This design comes from an exercise in tuning for small area, a short achievable clock period and few clock cycles on the open sky130 flow, not from production work.
Where RTL was checked, it was by simulation tests only, not by an equivalence proof against the original.
The RTL of run 3 was laid out without a check of its function.
Power and IR drop assume default switching activity.

## config.mk

```make
export PLATFORM = sky130hd
export DESIGN_NAME = GCD
export DESIGN_NICKNAME = GCD
export VERILOG_FILES = /design/flow/design.v
export SDC_FILE = /design/flow/constraint.sdc
export NUM_CORES = 4
export LEC_CHECK = 0
export ABC_AREA = 1
export CAP_MARGIN = 20
export CORE_MARGIN = 2
export CORE_UTILIZATION = 55
export CTS_BUF_LIST = sky130_fd_sc_hd__clkbuf_8
export SETUP_SLACK_MARGIN = 2.0
export SLEW_MARGIN = 20
```

## design.v

```verilog
module GCD(
	input clk,
	input rst,
	input start,
	input [7:0] A,
	input [7:0] B,
	output [7:0] gcd_result,
	output ready
);
reg [5:0] a_h;
reg [5:0] b_h;
reg       zf;     
reg       busy;
reg       rdy;
reg [7:0] res;
function [7:0] lowbit8(input [7:0] v);
	reg seen;
	integer i;
	begin
		seen = 1'b0;
		for (i = 0; i < 8; i = i + 1) begin
			lowbit8[i] = v[i] & ~seen;
			seen = seen | v[i];
		end
	end
endfunction
function [5:0] oddhi(input [7:0] v);
	reg [7:0] x;
	reg [7:0] p;
	integer   i, t;
	begin
		x = v ^ {8{v[7]}};
		p = lowbit8(v);
		for (i = 0; i < 6; i = i + 1) begin
			oddhi[i] = 1'b0;
			for (t = 0; t + i + 1 < 7; t = t + 1)
				oddhi[i] = oddhi[i] | (p[t] & x[i + 1 + t]);
		end
	end
endfunction
wire za = (A == 8'd0);
wire zb = (B == 8'd0);
wire [6:0] d = {1'b0, a_h} - {1'b0, b_h};
wire       s = d[6];                  
wire [5:0] m = d[5:0] ^ {6{s}};
wire [5:0] u = a_h ^ b_h;
wire       eq = (u == 6'd0);          
reg  [5:0] above;                     
integer q;
always @* begin
	above[0] = 1'b0;
	for (q = 1; q < 6; q = q + 1) above[q] = above[q - 1] | u[q - 1];
end
wire one_next = ~|(m & above);
wire one_now  = (a_h == 6'd0) | (b_h == 6'd0);
wire found = eq | one_now | one_next;
wire [5:0] pu = u & ~above;
reg  [5:0] b_step;
integer bi, bt;
always @* begin
	for (bi = 0; bi < 6; bi = bi + 1) begin
		b_step[bi] = 1'b0;
		for (bt = 0; bt + bi + 1 < 6; bt = bt + 1)
			b_step[bi] = b_step[bi] | (pu[bt] & m[bi + bt + 1]);
	end
end
wire [5:0] a_step = s ? a_h : b_h;
wire [6:0] g = {a_h | b_h, 1'b1};
reg  [7:0] res_shift;
integer i, j;
always @* begin
	for (i = 0; i < 8; i = i + 1) begin
		res_shift[i] = 1'b0;
		for (j = 0; j <= i; j = j + 1)
			if (i - j < 7) res_shift[i] = res_shift[i] | (res[j] & g[i - j]);
	end
end
always @(posedge clk) begin
	if (start) begin
		a_h <= oddhi(A);
		b_h <= oddhi(B);
		res <= lowbit8(A | B);
	end else begin
		a_h <= a_step;
		b_h <= b_step;
		if (busy & (eq | zf))
			res <= res_shift;
	end
	zf <= start & (za | zb);
end
always @(posedge clk) begin
	if (rst) begin
		busy <= 1'b0;
		rdy  <= 1'b0;
	end else if (start) begin
		busy <= 1'b1;
		rdy  <= 1'b0;
	end else begin
		busy <= busy & ~found;
		rdy  <= busy & found;
	end
end
assign ready = rdy;
assign gcd_result = res;
endmodule
```

## standard.sh

```bash
#!/bin/bash
# synth_recipe.tcl (not shown) runs the flow's synth.tcl, then flattens the netlist and writes it again
# the make line also repeats each setting of config.mk as NAME=value (left out here)
make -C /OpenROAD-flow-scripts/flow DESIGN_CONFIG=/design/flow/config.mk WORK_HOME=/design/flow/orfs CLKGATE_MAP_FILE= SYNTH_SCRIPT=/design/flow/synth_recipe.tcl "${@:-finish}"
```

## constraint.sdc

```tcl
create_clock -name core_clock -period 4.0 [get_ports {clk}]
set_input_delay 0.8000 -clock core_clock [delete_from_list [all_inputs] [get_ports {clk}]]
set_output_delay 0.8000 -clock core_clock [all_outputs]
set_load 0.01 [all_outputs]
```

## flow/run.sh

```bash
#!/bin/bash
set -euo pipefail
bash standard.sh 'BUFFER_PORTS_ARGS=-buffer_cell sky130_fd_sc_hd__buf_1' ADDER_MAP_FILE= \
  'SETUP_MOVE_SEQUENCE=sizeup,swap' SKIP_GATE_CLONING=1 SKIP_LAST_GASP=1 \
  finish > standard_flow.log 2>&1
```

==> out/qor.yml, run 1 <==
yosys:
  seq_area_frac_synth: 0.266
  synth_seq_cells: 23
  ys.warnings.count: 1
  syn-num-nets: 370
  netlist_area_mm2: 0.00225
  netlist_instances: 351
  ys_types: 37
  postSynthAreaPerCell_um2: 6.42
place:
  io_buffer_count: 27
  place.gp.congestion: 0.905
  place_ws_ns: 1.62
  detailed_place_hpwl_um: 5030
worst_hold_path:
  hp-class: "reg -> reg"
clocking:
  cts_tree: "built"
  clock_path_buffers: 2
  post-cts-setup-buffer-count: 0
  numCtsBuffers: 3
  htreeDepth: 1
  insertion_delay_ns: 0.27
  root_buffer: "clkbuf_8"
  clk_pin_slew_ns: 0.09
  cts_sinks: 23
pwr:
  power_density_mw_per_mm2: 673
  ir_drop_mv: 0.296
  power_leakage_nw: 1.15
critical_path:
  r2r-start: "a_h[1]$_DFFE_PP_"
  cp.arrival_ns: 1.91
  reg2reg_to: "res[1]$_DFFE_PP_"
  critical-path-max-stage-delay_ns: 0.51
  slowest_stage: "edfxtp_1"
  reg2regPathDepth: 9
  cp_num_cells: 9
  path_cells: "nor2_4 -> inv_2 -> nand2_4 -> nand2_2 -> nor2_4 -> nand2_2 -> nor2_2 -> o21ai_1 -> nand2_2"
  crit_start: "a_h[1]$_DFFE_PP_"
  required_ns: 3.97
  crit_fanout: 7
  crit_path_end: "res[1]$_DFFE_PP_"
  critPathLaunchType: "flop"
  cpMostUsedCell: "nand2_2"
  crit_buf_inv: 1
  path_class: "reg -> reg"
  cp_top_family: "simple AND/OR/NAND/NOR gates"
  worstSetupEndpointType: "flop"
  regToRegSetupSlack_ns: 2.06
status:
  status: "complete, no violations"
timing:
  setup_viol: 0
  fmax_ghz: 0.515
  post-route-min-period_ns: 1.94
  setup_ws_ns: 2.06
  fin_skew_ns: 0.00705
  hold_viol: 0
  grt_setup_unrepaired: "yes"
  tightestPinTransition_ns: 0.531
  period_share: 0.485
  finalSetupTns_ns: 0
  slew_viol_final: 0
  slew_headroom: 0.643
finish:
  fillers: 397
  drive_above_1_share: 0.205
  syn_to_final_growth_pct: 13.5
  fin_nets: 396
  diodes: 0
global_routing:
  grt_pass1_vias: 2221
  antenna_found_initial: 0
  grt.overflow.total: 0
  grt_usage: 0.292
  grt_max_degree: 26
  grt_pass1_wl_um: 10200
die:
  die_x_um: 68.0
  dieArea_mm2: 0.00463
  core_area_mm2: 0.00397
  start_util: 0.568
  pin_count: 28
  die_h_um: 68.0
  num_rows: 23
route:
  drt_iter0_markers: 223
  postRouteWirelength_um: 6270
  dr.pass1.iters: 5
  drc: 0
  drt.antenna.violating_nets: 0
  via_per_inst: 5.80
  vias: 2470
  wl_per_cell_um: 14.7
job:
  cap_viol_max_count: 0
how the worst min path moves through the flow:
stage / to / slack (ns) / startpoint / cells after the start
finish: rdy$_SDFF_PP0_ / 0.47 / busy$_SDFF_PP0_ / 2
CTS: rdy$_SDFF_PP0_ / 0.48 / busy$_SDFF_PP0_ / 2
global placement: rdy$_SDFF_PP0_ / 0.46 / busy$_SDFF_PP0_ / 2
global route: rdy$_SDFF_PP0_ / 0.49 / busy$_SDFF_PP0_ / 2
floorplan: rdy$_SDFF_PP0_ / 0.44 / busy$_SDFF_PP0_ / 2
detailed placement: rdy$_SDFF_PP0_ / 0.46 / busy$_SDFF_PP0_ / 2
cell usage after synthesis, drive strengths merged:
master   number  area (um2)
a211oi        1        7.51
a21oi        14        96.3
a221oi        2        17.5
a32oi         2        17.5
a41oi         1        8.76
and2          1        8.76
buf           1        5.00
clkbuf        6        22.5
dfxtp         9         180
edfxtp       14         420
inv          63         236
nand2        94         405
nand3        28         170
nand4         5        31.3
nor2         46         198
nor3          4        20.0
nor4          3        18.8
o2111ai       1        8.76
o211ai        4        30.0
o21ai        23         123
o221ai        4        35.0
o22ai         7        43.8
o31ai         5        37.5
o32a          1        10.0
o41ai         3        26.3
or2           1        6.26
xnor2         4        35.0
xor2          4        35.0
registers in the layout, indices dropped and copies added (netlist names):
name / flops
b_h: 6
zf: 1
busy: 1
a_h: 6
rdy: 1
res: 8
cell usage in the layout, fill, tap and decap left out, types with 5 or more instances in the layout:
master	instances
dfxtp_1	8
buf_1	23
o22ai_1	7
nor2_2	9
nand3_2	5
nand2_2	20
inv_1	51
nand3_1	21
a21oi_2	5
nand2_1	71
inv_2	11
nand4_1	5
o21ai_0	19
nor2_1	33
edfxtp_1	14
a21oi_1	8
worst min-delay path, cell delays in order, from the launching register on:
cell and delay, ns:
dfxtp_1 0.34, nand2_1 0.07, a21oi_1 0.03
through the flow:
step / hold WS, ns / cell area [um2] / util / std cells / power [mW]
after floorplan: 0.441 / 2250 / - / 351 / 1.25
after global placement: 0.463 / 2400 / 0.604 / 422 / 1.48
after detailed placement: 0.465 / 2400 / 0.604 / 422 / 1.49
after CTS: 0.478 / 2460 / 0.620 / 426 / 1.64
after global routing: 0.494 / 2560 / 0.645 / 426 / 1.87
final: 0.475 / 2560 / 0.645 / 426 / 1.72
area by class of cell:
| cell class | instances | area (um2) | share of cell area |
|---|---|---|---|
| timing repair buffer | 28 | 133 | 0.0518 |
| sequential | 23 | 602 | 0.235 |
| multi-input combinational | 258 | 1470 | 0.576 |
| clock inverter | 1 | 7.51 | 0.00293 |
| tap | 50 | 62.6 | 0.0244 |
| clock buffer | 3 | 41.3 | 0.0161 |
| inverter | 63 | 240 | 0.0938 |
layer usage:
layer	part of all wire	wire, um	vias to the layer above	track usage
li1	-	-	1218	-
met4	0.014	87	0	0.0700
met2	0.44	2790	116	0.464
met1	0.47	2930	1128	0.431
met3	0.074	466	8	0.0197
met5	0	0	-	0
kinds of logic after synthesis:
family                 after synthesis  share of synthesized area
XOR/XNOR                             8                     0.0311
flip-flops                          23                      0.266
buffers and inverters               70                      0.117
AO/OA/AOI/OAI                       68                      0.205
AND/OR/NAND/NOR                    182                      0.381
where the power goes:
group	total (mW)	internal (mW)	switching (mW)
clock	0.148	0.0705	0.0777
combinational	1.16	0.389	0.772
sequential	0.415	0.329	0.0854
total	1.72	0.789	0.935
what timing repair did:
| item | CTS | global route |
|---|---|---|
| hold buffers | 0 | 0 |
| setup endpoints to repair | 15 | 28 |
| pin swaps | 4 | 8 |
| gates resized for setup | 7 | 28 |
Testbench counts, summed over its fixed seeds: cycles 34,956.
==> inputs of run 2 (changes only) <==
--- a/config.mk
+++ b/config.mk
@@ -8,7 +8,7 @@
 export ABC_AREA = 1
 export CAP_MARGIN = 20
 export CORE_MARGIN = 2
-export CORE_UTILIZATION = 55
+export CORE_UTILIZATION = 65
 export CTS_BUF_LIST = sky130_fd_sc_hd__clkbuf_8
 export SETUP_SLACK_MARGIN = 2.0
 export SLEW_MARGIN = 20
==> run 2 against run 1 <==
- still clean
- final area shrank 1.2%
- count of clock-buffer cells in the layout did not move
- clock skew grew 0.0020 ns
- sequential share of layout area grew 0.39 points
- global-route usage is 3.0 points higher
- first-iteration DRC count is 58% higher
- total power shrank 2.0%
- core utilization increased by 11 points
- synthesized cell count unchanged
- hold slack improved by 0.0051 ns
- routed wire length decreased by 1.7%
- critical path depth decreased by 2
- critical endpoint is now a_h[1]$_DFFE_PP_
==> out/qor.yml, run 2 <==
status:
  status: "complete, no violations"
finish:
  postLayoutCoreUtil: 0.758  # +0.113
  fin_nets: 396  # unchanged
  top_register: "res"
  syn_to_final_growth_pct: 12.2
  final_common_cell: "nand2_1"
  final_cell_mix: "nand2_1 (71), inv_1 (50), nor2_1 (32)"
  reg.largest.list: "res: 8 flops, a_h: 6 flops, b_h: 6 flops"
  fin_cells: 422  # -0.94%
  design_area_mm2: 0.00253  # -1.2%
  drive_above_1_share: 0.213  # +0.00798
  largest_reg_flops: 8  # unchanged
  diodes: 0  # unchanged
die:
  num_rows: 21  # -8.7%
  start_util: 0.676  # +0.108
  die_h_um: 62.9  # -7.5%
  dieArea_mm2: 0.00396  # -15%
  die_x_um: 62.9  # -7.5%
  pin_count: 28  # unchanged
  core_area_mm2: 0.00334  # -16%
pwr:
  internal_power_mw: 0.778  # -1.4%
  net-switching-power_mw: 0.912  # -2.5%
  power_density_mw_per_mm2: 668  # -0.76%
  ir_drop_mv: 0.298  # +0.49%
  comb_power_share: 0.669  # -0.004
  total_power_mw: 1.69  # -2.0%
  swShare: 0.540  # -0.00273
  power_leakage_nw: 1.15  # -0.83%
  pwr-share-seq: 0.245  # +0.004
  power_frac_clock: 0.086  # about the same
clocking:
  insertion_delay_ns: 0.26  # about the same
  cts_sinks: 23  # unchanged
  numCtsBuffers: 3  # unchanged
  clk_pin_slew_ns: 0.09  # about the same
  clock_path_buffers: 2  # unchanged
  root_buffer: "clkbuf_8"
  post-cts-setup-buffer-count: 0  # unchanged
  cts_tree: "built"
  htreeDepth: 1  # unchanged
place:
  place.gp.congestion: 0.954  # +5.5%
  dp.cells: 418  # -0.95%
  place_ws_ns: 1.64  # +0.0211 ns
  dpl_cell_area_mm2: 0.00239  # -0.21%
  io_buffer_count: 27  # unchanged
  detailed_place_hpwl_um: 4880  # -2.9%
yosys:
  synth_top_area_share: 0.186  # unchanged
  postSynthAreaPerCell_um2: 6.42  # unchanged
  synth_seq_cells: 23  # unchanged
  synth.top_cells.by_count: "nand2_1 (77), inv_1 (52), nor2_1 (40)"
  syn-num-nets: 370  # unchanged
  synth_top_flop_cell: "edfxtp_1"
  netlist_instances: 351  # unchanged
  ys_types: 37  # unchanged
  synthArstFlopShare: 0  # unchanged
  seq_area_frac_synth: 0.266  # unchanged
  ys.warnings.count: 1  # unchanged
  yosysMostFrequentCell: "nand2_1"
  netlist_area_mm2: 0.00225  # unchanged
  yosys.area.top_type: "edfxtp_1"
  synth_edf_count: 14  # unchanged
  synth.area.top_cells: "edfxtp_1 (19%), nand2_1 (13%), inv_1 (8.7%)"
critical_path:
  critPathLaunchType: "input port"
  crit_fanout: 25  # +18
  slowest_stage: "clkinvlp_4"
  cp.arrival_ns: 2.00  # +0.09 ns
  path_class: "in -> reg"
  required_ns: 4.03  # +0.06 ns
  crit_start: "start"
  r2r-start: "a_h[1]$_DFFE_PP_"
  worstSetupEndpointType: "flop"
  path_cells: "buf_1 -> buf_6 -> clkinvlp_4 -> a21oi_2 -> nand3_1 -> o21ai_1 -> inv_1"
  cp_top_family: "buffers and inverters"
  crit_buf_inv: 4  # +3
  critical-path-max-stage-delay_ns: 0.41  # -0.10 ns
timing:
  holdWs_ns: 0.480  # +0.00510 ns
  finalSetupTns_ns: 0  # unchanged
  hold_viol: 0  # unchanged
  setup_ws_ns: 2.03  # -0.0247 ns
  slew_headroom: 0.635  # -0.00767
  fin_skew_ns: 0.00910  # +0.00204 ns
  slew_viol_final: 0  # unchanged
  post-route-min-period_ns: 1.97  # +0.0247 ns
  period_share: 0.492  # +0.00618
  grt_setup_unrepaired: "yes"
  tightestPinTransition_ns: 0.543  # +0.0114 ns
  setup_viol: 0  # unchanged
  fmax_ghz: 0.509  # -1.3%
global_routing:
  grt_usage: 0.321  # +0.0296
  grt_pass1_vias: 2282  # +2.7%
  grt_pass1_wl_um: 10300  # +0.75%
  grt_max_degree: 26  # unchanged
  grt.overflow.total: 0  # unchanged
  antenna_found_initial: 0  # unchanged
route:
  dr.pass1.iters: 5  # unchanged
  wl_per_cell_um: 14.6  # -0.81%
  top_layer_used: "met4"
  drt_iter0_markers: 352  # +58%
  dr_wl_met2_um: 2790  # about the same
  drt.antenna.violating_nets: 0  # unchanged
  drt-met1-wl_um: 2790  # -4.9%
  drc: 0  # unchanged
  postRouteWirelength_um: 6170  # -1.7%
  via_per_inst: 5.84  # +0.78%
  wl_met3_um: 453  # -2.8%
  vias: 2466  # -0.16%
job:
  cap_viol_max_count: 0  # unchanged
worst_hold_path:
  hp-class: "reg -> reg"
  hp-start: "busy$_SDFF_PP0_"
run 2: cell counts after synthesis:
No cell type changed its count.
run 2: tightest hold or removal path, stage by stage (launching register included):
cell and delay, ns:
dfxtp_1 0.34, nand2_1 0.07, a21oi_1 0.04
run 2: final cells by class:
class,instances,area (um2)
clock inverters,1,7.51
well taps,46,57.6
flip-flops and latches,23,604
multi-input cells,258,1460
fillers,296,808
inverters,63,240
repair buffers,28,116
clock buffers,3,41.3
run 2: power groups by stage:
| stage | clock [mW] | combinational (mW) | sequential [mW] |
|---|---|---|---|
| 6_report | 0.145 | 1.13 | 0.415 |
| 3_5_place_dp | 0 | 1.06 | 0.413 |
| 5_1_grt | 0.152 | 1.25 | 0.425 |
| 2_1_floorplan | 0 | 0.857 | 0.395 |
| 3_3_place_gp | 0 | 1.05 | 0.410 |
| 4_1_cts | 0.146 | 1.08 | 0.407 |
run 2: final timing paths:
kind | endpoint | slack, ns | cells past startpoint
worst max-delay path | a_h[1]$_DFFE_PP_ | 2.03 | 7
worst min-delay path | rdy$_SDFF_PP0_ | 0.48 | 2
worst max register to register | res[1]$_DFFE_PP_ | 2.09 | 9
worst min register to register | rdy$_SDFF_PP0_ | 0.48 | 2
run 2: per-layer routing:
metal / GRT usage / vias up
met4: 0.0917 / 0
met3: 0.0288 / 18
met2: 0.523 / 130
met1: 0.454 / 1106
met5: 0 / -
li1: - / 1212
run 2: repair_timing:
item | CTS | global route
setup endpoints to repair | 10 | 25
hold buffers | 0 | 0
gates resized for setup | 7 | 26
pin swaps | 3 | 4
run 2: kinds of logic (layout without fill, tap and decap cells):
group / after synthesis / count (layout) / synth area share
XOR/XNOR: 8 / 8 / 0.0311
flip-flops: 23 / 23 / 0.266
buffers and inverters: 70 / 95 / 0.117
AO/OA/AOI/OAI: 68 / 68 / 0.205
AND/OR/NAND/NOR: 182 / 182 / 0.381
==> inputs of run 3 (changes only) <==
--- a/design.v
+++ b/design.v
@@ -38,8 +38,11 @@
 		end
 	end
 endfunction
-wire za = (A == 8'd0);
-wire zb = (B == 8'd0);
+wire       za = (A == 8'd0);
+wire       zb = (B == 8'd0);
+wire [5:0] ha = oddhi(A);
+wire [5:0] hb = oddhi(B);
+wire       one_init = ((ha == 6'd0) & ~za) | ((hb == 6'd0) & ~zb);
 wire [6:0] d = {1'b0, a_h} - {1'b0, b_h};
 wire       s = d[6];                  
 wire [5:0] m = d[5:0] ^ {6{s}};
@@ -77,8 +80,8 @@
 end
 always @(posedge clk) begin
 	if (start) begin
-		a_h <= oddhi(A);
-		b_h <= oddhi(B);
+		a_h <= ha;
+		b_h <= hb;
 		res <= lowbit8(A | B);
 	end else begin
 		a_h <= a_step;
@@ -93,8 +96,8 @@
 		busy <= 1'b0;
 		rdy  <= 1'b0;
 	end else if (start) begin
-		busy <= 1'b1;
-		rdy  <= 1'b0;
+		busy <= ~one_init;
+		rdy  <= one_init;
 	end else begin
 		busy <= busy & ~found;
 		rdy  <= busy & found;
==> flow/run.sh (replaced) <==
#!/bin/bash
set -euo pipefail
bash standard.sh 'BUFFER_PORTS_ARGS=-buffer_cell sky130_fd_sc_hd__buf_2' ADDER_MAP_FILE= \
  'SETUP_MOVE_SEQUENCE=sizeup,swap' SKIP_GATE_CLONING=1 SKIP_LAST_GASP=1 \
  finish > standard_flow.log 2>&1
==> run 3 against run 2 <==
- via count increased by 3.8%
- clock skew decreased by 0.0062 ns
- first-iteration DRC count decreased by 32%
- synthesized cell count increased by 5.1%
- combinational power increased by 12%
- highest routed layer unchanged
- worst setup slack got worse by 0.014 ns
- critical path type is now reg -> reg
==> out/qor.yml, run 3 <==
status:
  status: "complete, no violations"
worst_hold_path:
  hp-start: "busy$_SDFF_PP0_"
  whs_path_depth: 2  # unchanged
  min_to: "rdy$_SDFF_PP0_"
  hp-class: "reg -> reg"
finish:
  design_area_mm2: 0.00274  # +8.5%
  final_cell_mix: "nand2_1 (77), inv_1 (43), nor2_1 (29)"
  top_register: "res"
  largest_reg_flops: 8  # unchanged
  final_common_cell: "nand2_1"
  diodes: 0  # unchanged
  reg.largest.list: "res: 8 flops, a_h: 6 flops, b_h: 6 flops"
  drive_above_1_share: 0.316  # +0.103
  syn_to_final_growth_pct: 19.3
  fin_nets: 413  # +4.3%
yosys:
  synth.area.top_cells: "edfxtp_1 (18%), nand2_1 (16%), inv_1 (8.0%)"
  synth_seq_cells: 23  # unchanged
  seq_area_frac_synth: 0.261  # -0.00522
  ys_types: 40  # +8.1%
  yosysMostFrequentCell: "nand2_1"
  ys.warnings.count: 1  # unchanged
  netlist_instances: 369  # +5.1%
  synth.top_cells.by_count: "nand2_1 (96), inv_1 (49), nor2_1 (40)"
  syn-num-nets: 388  # +4.9%
  synth_top_area_share: 0.183  # -0.00365
  synth_top_flop_cell: "edfxtp_1"
  postSynthAreaPerCell_um2: 6.23  # -3.0%
  synth_edf_count: 14  # unchanged
  yosys.area.top_type: "edfxtp_1"
  netlist_area_mm2: 0.00230  # +2.0%
  synthArstFlopShare: 0  # unchanged
place:
  place_ws_ns: 1.45  # -0.190 ns
  dpl_cell_area_mm2: 0.00246  # +2.8%
  detailed_place_hpwl_um: 4690  # -4.0%
  place.gp.congestion: 0.910  # -4.7%
  io_buffer_count: 27  # unchanged
critical_path:
  path_cells: "inv_2 -> nand2_1 -> nand2_1 -> nand3_2 -> nand2_1 -> nand2_1 -> nand2_1 -> nand2_1 -> and2_1 -> nand2_1 -> nand3_1 -> a21oi_2 -> o21ai_1"
  critical-path-max-stage-delay_ns: 0.44  # +0.03 ns
  reg2reg_to: "b_h[1]$_DFF_P_"
  critPathLaunchType: "flop"
  worstSetupEndpointType: "flop"
  cp.arrival_ns: 2.11  # +0.11 ns
  required_ns: 4.13  # +0.10 ns
  path_class: "reg -> reg"
  crit_fanout: 5  # -80%
  cp_num_cells: 13  # +6
  cp_top_family: "simple AND/OR/NAND/NOR gates"
  reg2regPathDepth: 13  # +4
  crit_buf_inv: 1  # -3
  regToRegSetupSlack_ns: 2.02  # -0.07 ns
  cpMostUsedCell: "nand2_1"
  r2r-start: "a_h[2]$_DFFE_PP_"
  slowest_stage: "edfxtp_1"
route:
  via_per_inst: 5.83  # -0.25%
  drt_iter0_markers: 240  # -32%
  wl_per_cell_um: 14.4  # -1.2%
  postRouteWirelength_um: 6330  # +2.7%
  drc: 0  # unchanged
  dr.pass1.iters: 5  # unchanged
  vias: 2559  # +3.8%
  drt.antenna.violating_nets: 0  # unchanged
timing:
  period_share: 0.495  # +0.00351
  fin_skew_ns: 0.00289  # -0.00621 ns
  grt_setup_unrepaired: "yes"
  post-route-min-period_ns: 1.98  # +0.0140 ns
  hold_viol: 0  # unchanged
  setup_viol: 0  # unchanged
  slew_viol_final: 0  # unchanged
  setup_ws_ns: 2.02  # -0.0140 ns
  finalSetupTns_ns: 0  # unchanged
  fmax_ghz: 0.505  # -0.71%
  tightestPinTransition_ns: 0.319  # -0.224 ns
  slew_headroom: 0.786  # +0.150
clocking:
  htreeDepth: 1  # unchanged
  cts_tree: "built"
  root_buffer: "clkbuf_8"
  clock_path_buffers: 2  # unchanged
  post-cts-setup-buffer-count: 0  # unchanged
  clk_pin_slew_ns: 0.08  # about the same
  cts_hold_buf: 0  # unchanged
  cts_sinks: 23  # unchanged
  numCtsBuffers: 3  # unchanged
  insertion_delay_ns: 0.25  # about the same
pwr:
  power_density_mw_per_mm2: 665  # -0.57%
  total_power_mw: 1.82  # +7.8%
  ir_drop_mv: 0.242  # -19%
  power_leakage_nw: 1.30  # +13%
global_routing:
  grt_max_degree: 28  # +7.7%
  grt.overflow.total: 0  # unchanged
  antenna_found_initial: 0  # unchanged
  grt_usage: 0.314  # -0.00767
  grt_pass1_wl_um: 10100  # -1.1%
  grt_pass1_vias: 2276  # -0.26%
die:
  die_h_um: 63.5  # +0.93%
  die_x_um: 63.5  # +0.93%
  start_util: 0.684  # +0.00811
  pin_count: 28  # unchanged
  dieArea_mm2: 0.00403  # +1.9%
  num_rows: 21  # unchanged
  core_area_mm2: 0.00336  # +0.79%
job:
  cap_viol_max_count: 0  # unchanged
-- run 3: logic make-up after synthesis --
group	Yosys count	share of synthesized area
AOI/OAI and AO/OA	62	0.176
buffers and inverters	69	0.119
and+or+nand+nor	208	0.417
xor gates and xnor gates	7	0.0267
DFF	23	0.261
-- run 3: worst register-to-register path: cells and delay by family (launching register included) --
kind	cells	cell delay, ns
AO/OA/AOI/OAI	2	0.23
buffers and inverters	1	0.11
flip-flops	1	0.44
AND/OR/NAND/NOR	10	1.07
-- run 3: how the worst max path moves through the flow --
| stage | start | end | slack, ns |
|---|---|---|---|
| 2_1_floorplan | B[0] | rdy$_SDFF_PP0_ | 2.00 |
| 3_3_place_gp | start | res[1]$_DFFE_PP_ | 1.51 |
| 3_5_place_dp | start | res[5]$_DFFE_PP_ | 1.45 |
| 4_1_cts | A[7] | rdy$_SDFF_PP0_ | 2.02 |
| 5_1_grt | a_h[2]$_DFFE_PP_ | b_h[1]$_DFF_P_ | 1.95 |
| 6_report | a_h[2]$_DFFE_PP_ | b_h[1]$_DFF_P_ | 2.02 |
-- run 3: metal layers --
| layer | vias to the layer above | global-route usage | share of wire |
|---|---|---|---|
| met1 | 1173 | 0.427 | 0.45 |
| met3 | 20 | 0.0304 | 0.045 |
| met5 | - | 0 | 0 |
| li1 | 1263 | - | - |
| met2 | 103 | 0.520 | 0.48 |
| met4 | 0 | 0.106 | 0.026 |
-- run 3: per-stage QoR --
stage	hold WS, ns	util	instances
after CTS	0.504	0.753	439
after global routing	0.542	0.815	439
final	0.504	0.815	439
after floorplan	0.455	-	369
after detailed placement	0.493	0.731	435
after global placement	0.489	0.731	435
-- run 3: timing repair --
action / in CTS / in global routing
pin swaps: 0 / 22
gates resized for setup: 7 / 66
endpoints found under the setup margin: 21 / 18
-- run 3: area by class of cell --
cell class              count  area, um2
multi-input cells         277       1660
fillers                   253        621
flip-flops and latches     23        602
inverters                  62        240
repair buffers             27        140
well taps                  46       57.6
clock buffers               3       41.3
clock inverters             1       5.00
-- run 3: power by group --
part	switching (mW)	internal (mW)	leakage, nW
Clock	0.0649	0.0691	0.0255
Sequential	0.0874	0.330	0.218
Combinational	0.851	0.421	1.05
==> inputs of run 4 (changes only) <==
--- a/design.v
+++ b/design.v
@@ -38,11 +38,8 @@
 		end
 	end
 endfunction
-wire       za = (A == 8'd0);
-wire       zb = (B == 8'd0);
-wire [5:0] ha = oddhi(A);
-wire [5:0] hb = oddhi(B);
-wire       one_init = ((ha == 6'd0) & ~za) | ((hb == 6'd0) & ~zb);
+wire za = (A == 8'd0);
+wire zb = (B == 8'd0);
 wire [6:0] d = {1'b0, a_h} - {1'b0, b_h};
 wire       s = d[6];                  
 wire [5:0] m = d[5:0] ^ {6{s}};
@@ -54,9 +51,9 @@
 	above[0] = 1'b0;
 	for (q = 1; q < 6; q = q + 1) above[q] = above[q - 1] | u[q - 1];
 end
-wire one_next = ~|(m & above);
+wire one_next = ~|(m & above);       
 wire one_now  = (a_h == 6'd0) | (b_h == 6'd0);
-wire found = eq | one_now | one_next;
+wire found = one_now | one_next;
 wire [5:0] pu = u & ~above;
 reg  [5:0] b_step;
 integer bi, bt;
@@ -80,13 +77,13 @@
 end
 always @(posedge clk) begin
 	if (start) begin
-		a_h <= ha;
-		b_h <= hb;
+		a_h <= oddhi(A);
+		b_h <= oddhi(B);
 		res <= lowbit8(A | B);
 	end else begin
 		a_h <= a_step;
 		b_h <= b_step;
-		if (busy & (eq | zf))
+		if (eq | zf)                  
 			res <= res_shift;
 	end
 	zf <= start & (za | zb);
@@ -96,8 +93,8 @@
 		busy <= 1'b0;
 		rdy  <= 1'b0;
 	end else if (start) begin
-		busy <= ~one_init;
-		rdy  <= one_init;
+		busy <= 1'b1;
+		rdy  <= 1'b0;
 	end else begin
 		busy <= busy & ~found;
 		rdy  <= busy & found;
--- a/config.mk
+++ b/config.mk
@@ -8,7 +8,7 @@
 export ABC_AREA = 1
 export CAP_MARGIN = 20
 export CORE_MARGIN = 2
-export CORE_UTILIZATION = 65
+export CORE_UTILIZATION = 55
 export CTS_BUF_LIST = sky130_fd_sc_hd__clkbuf_8
-export SETUP_SLACK_MARGIN = 2.0
+export SETUP_SLACK_MARGIN = 2.1
 export SLEW_MARGIN = 20
==> run 4 against run 3 <==
- still clean
- non-clock buffer count stayed put
- area after synthesis shrank 6.7%
- routed wire length decreased by 0.51%
- final cell count down 4.8%
- maximum frequency is 2.1% higher
- sequential power about the same
- count of clock-buffer cells in the layout unchanged
- synthesized cell count decreased by 6.2%
- final area shrank 4.1%
- total power about the same
- combinational power hardly changed
- critical path type unchanged
- critical endpoint is now res[7]$_DFFE_PP_
- highest routed layer unchanged
==> out/qor.yml, run 4 <==
timing:
  fmax_ghz: 0.515  # +2.1%
  slew_viol_final: 0  # unchanged
  finalSetupTns_ns: 0  # unchanged
  grt_setup_unrepaired: "yes"
  setup_viol: 0  # unchanged
  fin_skew_ns: 0.00528  # +0.00239 ns
  hold_viol: 0  # unchanged
  post-route-min-period_ns: 1.94  # -0.0400 ns
  tightestPinTransition_ns: 0.492  # +0.173 ns
  slew_headroom: 0.671  # -0.114
  period_share: 0.485  # -0.00999
die:
  dieArea_mm2: 0.00441  # +9.6%
  die_h_um: 66.4  # +4.7%
  core_area_mm2: 0.00372  # +10%
  start_util: 0.577  # -0.107
  pin_count: 28  # unchanged
  die_x_um: 66.4  # +4.7%
  num_rows: 22  # +4.8%
route:
  drt_iter0_markers: 220  # -8.3%
  wl_per_cell_um: 15.1  # +4.5%
  vias: 2424  # -5.3%
  postRouteWirelength_um: 6300  # -0.51%
  via_per_inst: 5.80  # -0.52%
  dr.pass1.iters: 5  # unchanged
  drc: 0  # unchanged
  drt.antenna.violating_nets: 0  # unchanged
place:
  dp.cells: 414  # -4.8%
  io_buffer_count: 27  # unchanged
  place.gp.congestion: 0.871  # -4.3%
  detailed_place_hpwl_um: 4790  # +2.2%
yosys:
  netlist_instances: 346  # -6.2%
  synth.top_cells.by_count: "nand2_1 (80), inv_1 (59), nor2_1 (39)"
  ys.warnings.count: 1  # unchanged
  synth_seq_cells: 23  # unchanged
  yosysMostFrequentCell: "nand2_1"
  syn-num-nets: 365  # -5.9%
  synth_edf_count: 14  # unchanged
  ys_types: 36  # -10%
  synthArstFlopShare: 0  # unchanged
  synth_top_flop_cell: "edfxtp_1"
  yosys.area.top_type: "edfxtp_1"
  netlist_area_mm2: 0.00214  # -6.7%
  postSynthAreaPerCell_um2: 6.20  # -0.55%
  seq_area_frac_synth: 0.280  # +0.0189
  synth_top_area_share: 0.196  # +0.0132
  synth.area.top_cells: "edfxtp_1 (20%), nand2_1 (14%), inv_1 (10%)"
global_routing:
  grt_pass1_wl_um: 9790  # -3.5%
  grt_max_degree: 27  # -3.6%
  antenna_found_initial: 0  # unchanged
  grt.overflow.total: 0  # unchanged
  grt_pass1_vias: 2156  # -5.3%
  grt_usage: 0.293  # -0.0205
clocking:
  post-cts-setup-buffer-count: 0  # unchanged
  root_buffer: "clkbuf_8"
  numCtsBuffers: 3  # unchanged
  clk_pin_slew_ns: 0.08  # about the same
  htreeDepth: 1  # unchanged
  clock_path_buffers: 2  # unchanged
  cts_sinks: 23  # unchanged
  cts_hold_buf: 0  # unchanged
  insertion_delay_ns: 0.27  # +0.02 ns
  cts_tree: "built"
pwr:
  pwr-share-seq: 0.228  # about the same
  power_leakage_nw: 1.23  # -5.1%
  comb_power_share: 0.693  # -0.005
  ir_drop_mv: 0.262  # +8.6%
  swShare: 0.541  # -0.00940
  internal_power_mw: 0.837  # +2.1%
  total_power_mw: 1.82  # about the same
  net-switching-power_mw: 0.986  # -1.7%
  power_frac_clock: 0.078  # +0.004
  power_density_mw_per_mm2: 693  # +4.3%
critical_path:
  cpMostUsedCell: "o21ai_0"
  critical-path-max-stage-delay_ns: 0.46  # +0.02 ns
  path_class: "reg -> reg"
  crit_fanout: 4  # -1
  slowest_stage: "edfxtp_1"
  cp.arrival_ns: 1.95  # -0.16 ns
  reg2regPathDepth: 8  # -5
  worstSetupEndpointType: "flop"
  path_cells: "inv_2 -> nand2_2 -> nand2_1 -> o21ai_0 -> a221oi_1 -> o221ai_1 -> o21ai_0 -> o41ai_2"
  critPathLaunchType: "flop"
  required_ns: 4.01  # -0.12 ns
  reg2reg_to: "res[7]$_DFFE_PP_"
  r2r-start: "a_h[5]$_DFFE_PP_"
  regToRegSetupSlack_ns: 2.06  # +0.04 ns
status:
  status: "complete, no violations"
worst_hold_path:
  min_to: "rdy$_SDFF_PP0_"
  hp-start: "busy$_SDFF_PP0_"
  hp-class: "reg -> reg"
  whs_path_depth: 2  # unchanged
finish:
  diodes: 0  # unchanged
  largest_reg_flops: 8  # unchanged
  reg.largest.list: "res: 8 flops, a_h: 6 flops, b_h: 6 flops"
  final_common_cell: "nand2_1"
  syn_to_final_growth_pct: 22.6
  fin_cells: 418  # -4.8%
  top_register: "res"
  final_cell_mix: "nand2_1 (59), inv_1 (52), nor2_1 (29)"
  drive_above_1_share: 0.303  # -0.0128
  fin_nets: 390  # -5.6%
  postLayoutCoreUtil: 0.708  # -0.108
job:
  cap_viol_max_count: 0  # unchanged
run 4: cell types whose count changed after synthesis, sizes merged, moves of 5 or more:
cell   delta
a22oi     -5
nand2    -22
nand3     -6
nor2      -5
o22ai     +5
run 4: repair_timing:
item                       in CTS  in global routing
gates resized for setup         7                 76
setup endpoints to repair      13                 28
pin swaps                       1                 16
run 4: area by class of cell:
| type | instances | area [um2] |
|---|---|---|
| timing repair buffer | 27 | 151 |
| multi-input combinational | 252 | 1520 |
| fill | 345 | 1090 |
| inverter | 64 | 243 |
| clock inverter | 1 | 5.00 |
| clock buffer | 3 | 41.3 |
| tap | 48 | 60.1 |
| sequential | 23 | 606 |
run 4: metal layers:
layer / wire [um] / GRT usage / part of all wire
met1: 2750 / 0.391 / 0.44
met2: 2870 / 0.489 / 0.46
met3: 452 / 0.0426 / 0.072
met4: 227 / 0.0893 / 0.036
met5: 0 / 0 / 0
run 4: critical path, delay by kind of cell, from the launching register on:
| family | cells | cell delay, ns |
|---|---|---|
| buffers and inverters | 1 | 0.11 |
| AND/OR/NAND/NOR | 2 | 0.19 |
| AO/OA/AOI/OAI | 5 | 0.92 |
| flip-flops | 1 | 0.46 |
run 4: how the worst max path moves through the flow:
stage | startpoint | to | slack [ns]
5_1_grt | B[1] | res[7]$_DFFE_PP_ | 1.97
2_1_floorplan | A[7] | a_h[1]$_DFFE_PP_ | 2.12
3_3_place_gp | B[0] | res[7]$_DFFE_PP_ | 1.79
4_1_cts | B[0] | res[7]$_DFFE_PP_ | 2.09
6_report | a_h[5]$_DFFE_PP_ | res[7]$_DFFE_PP_ | 2.06
3_5_place_dp | B[0] | res[7]$_DFFE_PP_ | 1.75
run 4: logic make-up (layout without fill, tap and decap cells):
family	count (synthesis)	after routing	share of synthesized area
AOI/OAI and AO/OA	72	72	0.216
xor gates and xnor gates	7	7	0.0286
buffers and inverters	71	95	0.124
DFF	23	23	0.280
and+or+nand+nor	173	173	0.351
run 4: stage by stage:
stage	hold slack [ns]	setup slack (ns)	cell area, um2
after floorplan	0.419	2.12	2160
after global placement	0.437	1.79	2320
after detailed placement	0.441	1.75	2320
after CTS	0.452	2.09	2390
after global routing	0.482	1.97	2630
final	0.474	2.06	2630
run 4: power by group through the flow:
stage / registers, mW / logic (mW) / clock network (mW)
after floorplan: 0.387 / 0.765 / 0
after global placement: 0.403 / 0.972 / 0
after detailed placement: 0.404 / 0.975 / 0
after CTS: 0.399 / 0.991 / 0.143
after global routing: 0.423 / 1.38 / 0.151
final: 0.417 / 1.26 / 0.143
Testbench counts of run 4, summed over its fixed seeds: cycles 34,956.
==> inputs of run 5 (changes only) <==
--- a/config.mk
+++ b/config.mk
@@ -10,5 +10,5 @@
 export CORE_MARGIN = 2
 export CORE_UTILIZATION = 55
 export CTS_BUF_LIST = sky130_fd_sc_hd__clkbuf_8
-export SETUP_SLACK_MARGIN = 2.1
+export SETUP_SLACK_MARGIN = 2.0
 export SLEW_MARGIN = 20
==> run 5 against run 4 <==
- still clean on timing, DRC and antenna
- final area down 6.6%
- sequential power down 2%
- hold slack worse by 0.032 ns
- core utilization down 4.7 points
- combinational power down 13%
- sequential share of layout area up 1.6 points
- non-clock buffer count unchanged
- register-to-register slack better by 0.03 ns
- synthesized cell count unchanged
- global-route usage down 0.24 points
- via count down 3.1%
- clock skew about the same
- highest routed layer unchanged
==> out/qor.yml, run 5 <==
yosys:
  yosysMostFrequentCell: "nand2_1"
  postSynthAreaPerCell_um2: 6.20  # unchanged
  synth_seq_cells: 23  # unchanged
  synth.top_cells.by_count: "nand2_1 (80), inv_1 (59), nor2_1 (39)"
  synthArstFlopShare: 0  # unchanged
  ys_types: 36  # unchanged
  synth_edf_count: 14  # unchanged
  synth_top_area_share: 0.196  # unchanged
  synth_top_flop_cell: "edfxtp_1"
  synth.area.top_cells: "edfxtp_1 (20%), nand2_1 (14%), inv_1 (10%)"
  seq_area_frac_synth: 0.280  # unchanged
  netlist_area_mm2: 0.00214  # unchanged
  syn-num-nets: 365  # unchanged
  netlist_instances: 346  # unchanged
  ys.warnings.count: 1  # unchanged
  yosys.area.top_type: "edfxtp_1"
critical_path:
  critical-path-max-stage-delay_ns: 0.49  # +0.03 ns
  slowest_stage: "edfxtp_1"
  cp.arrival_ns: 2.06  # +0.11 ns
  crit_fanout: 4  # unchanged
  critPathLaunchType: "flop"
  path_class: "reg -> reg"
  path_cells: "nand2_2 -> inv_2 -> nor2_4 -> nor2_4 -> nand3_2 -> inv_1 -> nor2_2 -> nand2_1 -> nand3_1 -> nand2_1 -> nor2_1 -> nand2_2 -> nand3_1 -> a21oi_2"
  worstSetupEndpointType: "flop"
  required_ns: 4.15  # +0.14 ns
  cp_top_family: "simple AND/OR/NAND/NOR gates"
  crit_buf_inv: 2  # +1
finish:
  reg.largest.list: "res: 8 flops, a_h: 6 flops, b_h: 6 flops"
  largest_reg_flops: 8  # unchanged
  fin_nets: 390  # unchanged
  final_cell_mix: "nand2_1 (75), inv_1 (56), nor2_1 (32)"
  postLayoutCoreUtil: 0.661  # -0.0468
  diodes: 0  # unchanged
  drive_above_1_share: 0.211  # -0.0919
  fillers: 355  # +2.9%
  syn_to_final_growth_pct: 14.5
  top_register: "res"
  final_common_cell: "nand2_1"
global_routing:
  grt_usage: 0.291  # -0.00237
  grt_max_degree: 27  # unchanged
  grt_pass1_vias: 2091  # -3.0%
  antenna_found_initial: 0  # unchanged
  met1_usage: 0.426  # +0.0353
  grt.overflow.total: 0  # unchanged
  grt_pass1_wl_um: 9660  # -1.3%
  busiest_layer: "met2"
  grt_use_met2: 0.450  # -0.0388
  grt_use_met3: 0.0324  # -0.0102
timing:
  fin_skew_ns: 0.00505  # -0.000228 ns
  setup_viol: 0  # unchanged
  fmax_ghz: 0.524  # +1.7%
  period_share: 0.477  # -0.00814
  hold_viol: 0  # unchanged
  grt_setup_unrepaired: "yes"
  tightestPinTransition_ns: 0.535  # +0.0432 ns
  slew_headroom: 0.642  # -0.0289
  slew_viol_final: 0  # unchanged
  finalSetupTns_ns: 0  # unchanged
  post-route-min-period_ns: 1.91  # -0.0325 ns
die:
  num_rows: 22  # unchanged
  core_area_mm2: 0.00372  # unchanged
  dieArea_mm2: 0.00441  # unchanged
  start_util: 0.577  # unchanged
  die_x_um: 66.4  # unchanged
  die_h_um: 66.4  # unchanged
  pin_count: 28  # unchanged
place:
  detailed_place_hpwl_um: 4670  # -2.5%
  place.gp.congestion: 0.887  # +1.8%
  io_buffer_count: 27  # unchanged
route:
  drt.antenna.violating_nets: 0  # unchanged
  vias: 2349  # -3.1%
  drc: 0  # unchanged
  dr.pass1.iters: 5  # unchanged
  wl_per_cell_um: 14.0  # -6.9%
  postRouteWirelength_um: 5870  # -6.9%
  via_per_inst: 5.62  # -3.1%
  drt_iter0_markers: 138  # -37%
clocking:
  insertion_delay_ns: 0.27  # about the same
  htreeDepth: 1  # unchanged
  cts_hold_buf: 0  # unchanged
  numCtsBuffers: 3  # unchanged
  cts_sinks: 23  # unchanged
  clk_pin_slew_ns: 0.08  # about the same
  clock_path_buffers: 2  # unchanged
  post-cts-setup-buffer-count: 0  # unchanged
  cts_tree: "built"
  root_buffer: "clkbuf_8"
pwr:
  ir_drop_mv: 0.304  # +16%
  power_leakage_nw: 1.18  # -3.7%
  power_density_mw_per_mm2: 668  # -3.7%
  total_power_mw: 1.64  # -10%
status:
  status: "complete, no violations"
job:
  cap_viol_max_count: 0  # unchanged
worst_hold_path:
  hp-class: "reg -> reg"
-- run 5: cells by family (layout without fill, tap and decap cells) --
| family | after synthesis | in the layout | share of synthesized area |
|---|---|---|---|
| AND/OR/NAND/NOR | 173 | 173 | 0.351 |
| AO/OA/AOI/OAI | 72 | 72 | 0.216 |
| XOR/XNOR | 7 | 7 | 0.0286 |
| buffers and inverters | 71 | 95 | 0.124 |
| flip-flops | 23 | 23 | 0.280 |
-- run 5: where the power goes --
| part | switching, mW | internal [mW] |
|---|---|---|
| Combinational | 0.723 | 0.364 |
| Clock | 0.0727 | 0.0695 |
| Sequential | 0.0743 | 0.336 |
-- run 5: through the flow --
step                hold slack, ns  std cells  cell area [um2]  worst slack [ns]
detailed placement           0.435        414             2310              1.49
global route                 0.479        418             2460              1.97
finish                       0.442        418             2460              2.09
CTS                          0.446        418             2360              2.03
global placement             0.432        414             2310              1.52
floorplan                    0.419        346             2150              2.01
-- run 5: path summary, 6_finish.rpt --
check                   start              end  slack (ns)  depth (start not counted)
min reg2reg   busy$_SDFF_PP0_   rdy$_SDFF_PP0_        0.44                          2
max reg2reg  a_h[3]$_DFFE_PP_  busy$_SDFF_PP0_        2.09                         14
min           busy$_SDFF_PP0_   rdy$_SDFF_PP0_        0.44                          2
max          a_h[3]$_DFFE_PP_  busy$_SDFF_PP0_        2.09                         14
-- run 5: layout make-up --
type	count	area, um2	area share
clock inverters	1	5.00	0.00204
clock buffers	3	41.3	0.0168
repair buffers	27	135	0.0550
inverters	64	243	0.0988
multi-input cells	252	1370	0.557
well taps	48	60.1	0.0245
flip-flops and latches	23	604	0.246
-- run 5: worst register-to-register path, stage by stage, from the launching register on --
cell	delay, ns
edfxtp_1	0.49
nand2_2	0.14
inv_2	0.05
nor2_4	0.16
nor2_4	0.06
nand3_2	0.10
inv_1	0.06
nor2_2	0.16
nand2_1	0.12
nand3_1	0.09
nand2_1	0.05
nor2_1	0.12
nand2_2	0.07
nand3_1	0.08
a21oi_2	0.05
-- run 5: metal layers --
metal  part of all wire  wire length, um  vias to the layer above
met5                  0                0                        -
met4              0.015               87                        0
met3              0.056              330                        9
met2               0.44             2560                       75
met1               0.49             2890                     1059
li1                   -                -                     1206
-- run 5: timing repair --
action,4_1_cts,5_1_grt
pin swaps,0,8
resized for setup,2,31
setup endpoints to repair,23,19
==> inputs of run 6 (changes only) <==
--- a/config.mk
+++ b/config.mk
@@ -10,5 +10,5 @@
 export CORE_MARGIN = 2
 export CORE_UTILIZATION = 55
 export CTS_BUF_LIST = sky130_fd_sc_hd__clkbuf_8
-export SETUP_SLACK_MARGIN = 2.0
+export SETUP_SLACK_MARGIN = 1.9
 export SLEW_MARGIN = 20
==> run 6 against run 5 <==
- still clean
- clock skew rose by 0.0039 ns
- non-clock buffer count increased by 1
- area after synthesis did not move
- sequential share of layout area rose by 0.51 points
- critical endpoint is now res[5]$_DFFE_PP_
- sequential cell count did not move
- first-iteration DRC count increased by 71%
- sequential power is 2% lower
==> out/qor.yml, run 6 <==
finish:
  reg.largest.list: "res: 8 flops, a_h: 6 flops, b_h: 6 flops"
  largest_reg_flops: 8  # unchanged
  final_common_cell: "nand2_1"
  fin_nets: 391  # +0.26%
  top_register: "res"
  final_cell_mix: "nand2_1 (79), inv_1 (57), nor2_1 (35)"
  syn_to_final_growth_pct: 11.5
  diodes: 0  # unchanged
  drive_above_1_share: 0.170  # -0.0410
critical_path:
  critPathLaunchType: "input port"
  slowest_stage: "o41ai_1"
  cp_top_family: "buffers and inverters"
  cp.arrival_ns: 1.99  # -0.07 ns
  crit_fanout: 26  # +22
  reg2regPathDepth: 11  # -3
  regToRegSetupSlack_ns: 2.07  # -0.03 ns
  required_ns: 4.06  # -0.09 ns
  worstSetupEndpointType: "flop"
  crit_buf_inv: 2  # unchanged
  r2r-start: "a_h[3]$_DFFE_PP_"
  path_cells: "buf_2 -> clkinv_2 -> o41ai_1"
  critical-path-max-stage-delay_ns: 0.50  # about the same
  path_class: "in -> reg"
  reg2reg_to: "b_h[2]$_DFF_P_"
timing:
  tightestPinTransition_ns: 0.589  # +0.0540 ns
  setup_viol: 0  # unchanged
  slew_headroom: 0.597  # -0.0453
  setup_ws_ns: 2.07  # -0.0269 ns
  fmax_ghz: 0.517  # -1.4%
  hold_viol: 0  # unchanged
  period_share: 0.484  # +0.00674
  post-route-min-period_ns: 1.93  # +0.0269 ns
  slew_viol_final: 0  # unchanged
  fin_skew_ns: 0.00891  # +0.00386 ns
  grt_setup_unrepaired: "no"
  finalSetupTns_ns: 0  # unchanged
  holdWs_ns: 0.443  # +0.00139 ns
pwr:
  power_leakage_nw: 1.17  # -0.89%
  pwr-share-seq: 0.257  # +0.007
  total_power_mw: 1.57  # -4.5%
  ir_drop_mv: 0.304  # about the same
  internal_power_mw: 0.744  # -3.3%
  net-switching-power_mw: 0.821  # -5.6%
  power_frac_clock: 0.094  # +0.007
  power_density_mw_per_mm2: 655  # -1.9%
  comb_power_share: 0.649  # -0.014
  swShare: 0.524  # -0.00611
worst_hold_path:
  min_to: "rdy$_SDFF_PP0_"
  hp-start: "busy$_SDFF_PP0_"
  hp-class: "reg -> reg"
  whs_path_depth: 2  # unchanged
yosys:
  synth_top_family_by_area: "simple AND/OR/NAND/NOR gates"
  netlist_instances: 346  # unchanged
  yosys.area.top_type: "edfxtp_1"
  ys.warnings.count: 1  # unchanged
  synthAdderAreaFrac: 0  # unchanged
  synth_xor_area_frac: 0.0286  # unchanged
  synth_top_area_share: 0.196  # unchanged
  seq_area_frac_synth: 0.280  # unchanged
  synth.top_cells.by_count: "nand2_1 (80), inv_1 (59), nor2_1 (39)"
  synthArstFlopShare: 0  # unchanged
  synthSimpleGateAreaFrac: 0.351  # unchanged
  synth_compound_area_frac: 0.216  # unchanged
  syn-num-nets: 365  # unchanged
  ys_types: 36  # unchanged
  synth_mux_area_frac: 0  # unchanged
  yosysMostFrequentCell: "nand2_1"
  synth_seq_cells: 23  # unchanged
  postSynthAreaPerCell_um2: 6.20  # unchanged
  synth_edf_count: 14  # unchanged
  netlist_area_mm2: 0.00214  # unchanged
  synth.area.top_cells: "edfxtp_1 (20%), nand2_1 (14%), inv_1 (10%)"
  synth_top_flop_cell: "edfxtp_1"
route:
  dr.pass1.iters: 5  # unchanged
  drc: 0  # unchanged
  drt.antenna.violating_nets: 0  # unchanged
  wl_per_cell_um: 13.7  # -2.5%
  vias: 2374  # +1.1%
  via_per_inst: 5.67  # +0.82%
  drt_iter0_markers: 236  # +71%
  postRouteWirelength_um: 5730  # -2.3%
place:
  detailed_place_hpwl_um: 4630  # -0.87%
  place_ws_ns: 1.48  # -0.00871 ns
  place.gp.congestion: 0.887  # about the same
  io_buffer_count: 27  # unchanged
global_routing:
  grt_max_degree: 27  # unchanged
  met1_usage: 0.421  # -0.00527
  grt_pass1_vias: 2004  # -4.2%
  grt_pass1_wl_um: 9320  # -3.6%
  antenna_found_initial: 0  # unchanged
  grt_use_met2: 0.426  # -0.0237
  grt_usage: 0.278  # -0.0125
  busiest_layer: "met2"
  grt.overflow.total: 0  # unchanged
  grt_use_met3: 0.0358  # +0.00341
die:
  core_area_mm2: 0.00372  # unchanged
  dieArea_mm2: 0.00441  # unchanged
  start_util: 0.577  # unchanged
  num_rows: 22  # unchanged
  die_h_um: 66.4  # unchanged
  pin_count: 28  # unchanged
  die_x_um: 66.4  # unchanged
clocking:
  cts_tree: "built"
  htreeDepth: 1  # unchanged
  cts_sinks: 23  # unchanged
  clock_path_buffers: 2  # unchanged
  insertion_delay_ns: 0.27  # about the same
  numCtsBuffers: 3  # unchanged
  cts_hold_buf: 0  # unchanged
  post-cts-setup-buffer-count: 0  # unchanged
  clk_pin_slew_ns: 0.09  # about the same
  root_buffer: "clkbuf_8"
job:
  cap_viol_max_count: 0  # unchanged
status:
  status: "complete, no violations"
-- run 6: cell count changes in the layout (fill, tap and decap cells not counted), moves of 2 or more --
cell,delta
nor2_1,+3
a21oi_1,+2
nand2_2,-3
nand2_1,+4
dfxtp_1,+3
dfxtp_2,-3
nor2_4,-3
a21oi_2,-2
-- run 6: cell families (layout without fill, tap and decap cells) --
| logic type | after synthesis | count (layout) |
|---|---|---|
| compound gates | 72 | 72 |
| buf+inv | 71 | 96 |
| simple gates | 173 | 173 |
| flops | 23 | 23 |
| xor+xnor | 7 | 7 |
-- run 6: per-layer routing --
layer | wire, um | share of wire
met4 | 36 | 0.0063
met1 | 2840 | 0.50
met5 | 0 | 0
met3 | 387 | 0.068
met2 | 2470 | 0.43
-- run 6: worst max path at each step --
| stage | startpoint | to | depth (start not counted) |
|---|---|---|---|
| 2_1_floorplan | start | res[1]$_DFFE_PP_ | 4 |
| 3_3_place_gp | start | a_h[0]$_DFFE_PP_ | 3 |
| 3_5_place_dp | start | a_h[0]$_DFFE_PP_ | 3 |
| 4_1_cts | a_h[3]$_DFFE_PP_ | b_h[2]$_DFF_P_ | 11 |
| 5_1_grt | a_h[3]$_DFFE_PP_ | b_h[2]$_DFF_P_ | 15 |
| 6_report | start | res[5]$_DFFE_PP_ | 3 |
-- run 6: timing repair --
item                                    CTS  global route
resized for setup                         1             8
gates cloned                              0             0
endpoints found under the setup margin   12            10
-- run 6: per-stage QoR --
step,cells,cell area (um2),util
after floorplan,346,2140,-
after global placement,415,2320,0.625
after detailed placement,415,2320,0.625
after CTS,419,2370,0.638
after global routing,419,2390,0.643
final,419,2390,0.643
-- run 6: power by group through the flow --
stage	clock [mW]	combinational, mW	sequential [mW]
floorplan	0	0.761	0.387
global placement	0	0.970	0.405
detailed placement	0	0.976	0.404
CTS	0.148	0.985	0.398
global route	0.157	1.13	0.411
finish	0.147	1.02	0.403
-- run 6: cell type report --
| cell class | count | area, um2 |
|---|---|---|
| fill | 369 | 1330 |
| multi-input combinational | 252 | 1300 |
| sequential | 23 | 601 |
| inverter | 64 | 241 |
| timing repair buffer | 28 | 143 |
| tap | 48 | 60.1 |
| clock buffer | 3 | 41.3 |
| clock inverter | 1 | 7.51 |
-- run 6: worst register-to-register path: stages, from the launching register on --
cell and delay (ns):
edfxtp_1 0.46, nor2_2 0.20, nor2_2 0.09, nor2_2 0.14
nand3_1 0.17, nand3_2 0.14, nand2_1 0.08, and2_2 0.20
nand2_1 0.06, nand3_1 0.06, a21oi_1 0.15, a21oi_1 0.05

## static timing again, ports no longer ideal
The results above use ideal ports. As a check the final layouts listed here were re-extracted and re-timed, cells and wires unchanged.
Step 1 (the two cells are an assumption about what drives the block):
set clk [get_ports {clk}]
set_driving_cell -lib_cell sky130_fd_sc_hd__clkbuf_16 $clk
set_driving_cell -lib_cell sky130_fd_sc_hd__buf_2 [delete_from_list [all_inputs] $clk]
Step 2 moves the port delays by t, midway between the first and last clock arrival at a register: inputs arrive t later, outputs are due t later. That takes back most of the time a late clock gives input paths.
Slacks: ideal ports / drivers / drivers and shift; pairs: ideal ports / drivers.
run | t, ns | setup slack, ns | latest minus earliest clock arrival (ns) | slew at the worst register clock pin (ns)
run 1 | 0.289 | 2.058 / 2.052 / 1.763 | 0.007 / 0.007 | 0.09 / 0.09
run 2 | 0.285 | 2.034 / 2.034 / 1.749 | 0.009 / 0.009 | 0.09 / 0.09
run 3 | 0.277 | 2.020 / 2.020 / 1.818 | 0.003 / 0.002 | 0.08 / 0.08
run 4 | 0.289 | 2.060 / 2.060 / 1.822 | 0.005 / 0.006 | 0.08 / 0.08
run 5 | 0.293 | 2.092 / 2.092 / 1.827 | 0.005 / 0.005 | 0.08 / 0.08
run 6 | 0.294 | 2.065 / 2.066 / 1.777 | 0.009 / 0.009 | 0.09 / 0.09
After both steps setup and hold are still met in every run listed. The setup slack of run 1, which loses most, moves by -0.006 ns with the drivers and by -0.295 ns with both steps.
